Source: an optimization exercise on an open RTL-to-GDS flow (aim: small area, a short achievable clock period and few clock cycles). Production flows keep margins and buffers that such runs may drop.
Power is estimated from default activity; no workload was simulated.

==> flow/design.v (excerpt) <==
module GenTrianglePoints(
   i_clk, i_rst, i_start, i_v1, i_v2, i_v3,
   o_write, o_done, o_point
);
   parameter SCREEN_WIDTH = 640;
   parameter SCREEN_HEIGHT = 480;
   input         i_clk, i_rst, i_start;
   input [63:0]  i_v1, i_v2, i_v3;  
   output reg    o_write;
   output        o_done;
   output [31:0] o_point;           
   reg st_idle, st_dx, st_dy, st_box, st_mul, st_row, st_walk, st_sweep, st_down;
   reg [10:0] px, py;     
   reg        dir;        
   reg        rsf;        
   reg        hb;         
   reg [3:0]  pos;        
   reg        cxa0, cxa1, cxa2;   
   reg        cya0, cya1, cya2;   
   reg        cxr0, cxr1, cxr2;   
   reg        cyr0, cyr1, cyr2;   
   reg        cn0, cn1, cn2;      
   reg        cdbl, cpass;        
   reg        cdx, cdy;           
   reg [32:0] w0, w1, w2;
   function [32:0] ilv;
      input [14:0] fy, fx;
      integer i;
      begin
         ilv[32:30] = 3'b000;
         for (i = 0; i < 15; i = i + 1) begin
            ilv[2*i+1] = fy[i];
            ilv[2*i]   = fx[i];
         end
      end
   endfunction
   function [14:0] dly;    
      input [32:0] fw;
      integer i;
      for (i = 0; i < 15; i = i + 1) dly[i] = fw[2*i+3];
   endfunction
   function [14:0] dlx;    
      input [32:0] fw;
      integer i;
      for (i = 0; i < 15; i = i + 1) dlx[i] = fw[2*i+2];
   endfunction
   wire signed [14:0] vx0 = dlx(w0), vx1 = dlx(w1), vx2 = dlx(w2);
   wire signed [14:0] vy0 = dly(w0), vy1 = dly(w1), vy2 = dly(w2);
  ...
Settings: LEC_CHECK=0, CAP_MARGIN=30, CORE_MARGIN=2, CORE_UTILIZATION=30, SLEW_MARGIN=20; clock period 24.0 ns.
run.sh (not shown) runs the stock make flow with config.mk's settings and CLKGATE_MAP_FILE= SYNTH_SCRIPT=/design/flow/synth_recipe.tcl, a recipe that flattens the netlist after the stock synthesis.
Rerun with:
--- a/flow/design.v
+++ b/flow/design.v
@@ -13,12 +13,13 @@
    reg st_idle, st_dx, st_dy, st_box, st_mul, st_row, st_walk, st_sweep, st_down;
    reg [10:0] px, py;     
    reg        dir;        
    reg        rsf;        
    reg        hb;         
    reg [3:0]  pos;        
+   reg        trav;       
    reg        cxa0, cxa1, cxa2;   
    reg        cya0, cya1, cya2;   
    reg        cxr0, cxr1, cxr2;   
    reg        cyr0, cyr1, cyr2;   
    reg        cn0, cn1, cn2;      
    reg        cdbl, cpass;        
@@ -165,31 +166,31 @@
    wire last_row = (y == yhi);
    wire fwd_ok    = ~at_a & ~ao_sum;
    wire walk_stop = at_b | bo_sum;
    wire emit = is_in & (st_sweep | (st_row & rsf));
    assign o_done  = st_idle;
    assign o_point = {5'd0, py, 5'd0, px};
-   wire cap = ~(st_dx | st_dy | st_box | st_mul | st_row | st_walk | st_sweep | st_down);
    wire mul_end  = st_mul & hb & (pos == 4'd0);
    wire row_fwd  = st_row & rsf & ~at_a;
    wire row_back = st_row & ~rsf;
    wire walk_mv  = st_walk & ~at_b;
    wire sw_fwd   = st_sweep & ~at_a;
    wire down_mv  = st_down;
    wire row_end  = (st_row & rsf & ~fwd_ok) | (st_sweep & ~fwd_ok);
-   wire n_dx    = cap & i_start;
-   wire n_dxc   = cap;                    
+   wire n_dx    = st_idle & i_start;
+   wire n_dxc   = st_idle;                
    wire n_dy    = st_dx;
    wire n_box   = st_dy;
    wire n_mul   = st_box | (st_mul & ~mul_end);
    wire n_row   = mul_end | down_mv;
    wire n_walk  = (st_row & ~rsf & ~bo_sum) | (st_walk & ~walk_stop);
    wire n_sweep = (st_row & rsf & fwd_ok) | (st_row & ~rsf & bo_sum) | (st_walk & walk_stop) |
                   (st_sweep & fwd_ok);
    wire n_down  = (row_end & ~last_row);
-   wire n_idle  = (cap & ~i_start) | (row_end & last_row);
+   wire n_idle  = (st_idle & ~i_start) | (row_end & last_row);
+   wire n_setup = st_idle | n_dy | n_box | n_mul;
    wire n_dir = st_mul | (st_down ? ~dir : dir);
    wire n_rsf = st_mul | (st_down ? (at_a | ao_sum) : rsf);
    wire n_back = n_walk | (n_row & ~n_rsf);
    wire n_hb  = st_mul & ~hb;
    wire [3:0] n_pos = st_box ? 4'd14 : (hb ? pos - 4'd1 : pos);
    wire n_top = (n_pos == 4'd14);
@@ -210,23 +211,23 @@
    wire x_fwd_mv  = row_fwd | sw_fwd;
    wire x_back_mv = row_back | walk_mv;
    always @(posedge i_clk) begin
       if (e_en) begin
          e0 <= s0;  e1 <= s1;  e2 <= s2;
       end
-      if (cap | st_dx) begin
-         mx0 <= cap ? {i_v1[14], i_v1[14:0]} : s0[15:0];
-         mx1 <= cap ? {i_v2[14], i_v2[14:0]} : s1[15:0];
-         mx2 <= cap ? {i_v3[14], i_v3[14:0]} : s2[15:0];
-      end
-      if (cap | st_dy) begin
-         my0 <= cap ? {i_v1[46], i_v1[46:32]} : s0[15:0];
-         my1 <= cap ? {i_v2[46], i_v2[46:32]} : s1[15:0];
-         my2 <= cap ? {i_v3[46], i_v3[46:32]} : s2[15:0];
+      if (st_idle | st_dx) begin
+         mx0 <= st_idle ? {i_v1[14], i_v1[14:0]} : s0[15:0];
+         mx1 <= st_idle ? {i_v2[14], i_v2[14:0]} : s1[15:0];
+         mx2 <= st_idle ? {i_v3[14], i_v3[14:0]} : s2[15:0];
+      end
+      if (st_idle | st_dy) begin
+         my0 <= st_idle ? {i_v1[46], i_v1[46:32]} : s0[15:0];
+         my1 <= st_idle ? {i_v2[46], i_v2[46:32]} : s1[15:0];
+         my2 <= st_idle ? {i_v3[46], i_v3[46:32]} : s2[15:0];
       end
-      if (cap) begin
+      if (st_idle) begin
          w0 <= ilv(i_v1[46:32], i_v1[14:0]);
          w1 <= ilv(i_v2[46:32], i_v2[14:0]);
          w2 <= ilv(i_v3[46:32], i_v3[14:0]);
       end else begin
          w0 <= w0 << 1;  w1 <= w1 << 1;  w2 <= w2 << 1;
       end
@@ -249,12 +250,13 @@
       if (st_box | st_mul) begin
          pos <= n_pos;
          hb <= n_hb;
       end
       dir <= n_dir;
       rsf <= n_rsf;
+      trav <= ~(n_idle | n_setup);
       o_write <= emit & ~i_rst;
       px <= x;
       py <= y;
       cdx <= n_dxc;
       cdy <= n_dy;
       if (n_dxc | n_dy) begin
Utilization is about the same.
Worst setup slack loses 0.66 ns.
Wire length is lower by 5.3%.
Sequential share of layout area climbs by 0.45 points.
Area after synthesis came out lower by 1.2%.
Total power came out lower by 21%.
Clock skew rises by 0.0032 ns.
Via count drops by 3.1%.
Maximum frequency decreases by 9.5%.
Design area went down by 1.2%.
First-iteration DRC count drops by 15%.
Count of clock-buffer cells in the layout fell by 3.
Die area falls by 1.2%.
Global-route usage shrinks by 0.81 points.
No run of this note included a check of the RTL's function; only the layout flow was run.

## afterwards: timing with drivers on the ports
How much do the figures lean on ideal ports? The routed layouts below were timed once more, with nothing changed but the port constraints.
Step 1: set_driving_cell puts a clkbuf_16 on i_clk and a buf_2 on each other input, an assumption about the parent block.
Step 2, shift: input delay + t, output delay - t, t = (earliest + latest rising clock arrival at the registers) / 2. This alone moves slack from input paths to output paths.
Three values: ideal, step 1, step 2; two values: the first two.
run	shift t [ns]	setup slack, ns	cell pins on the clock port's net
the first run	0.650	17.752 / 17.685 / 18.044	1
the second run	0.651	17.096 / 17.030 / 17.681	1
After both steps every run listed still meets setup and hold.
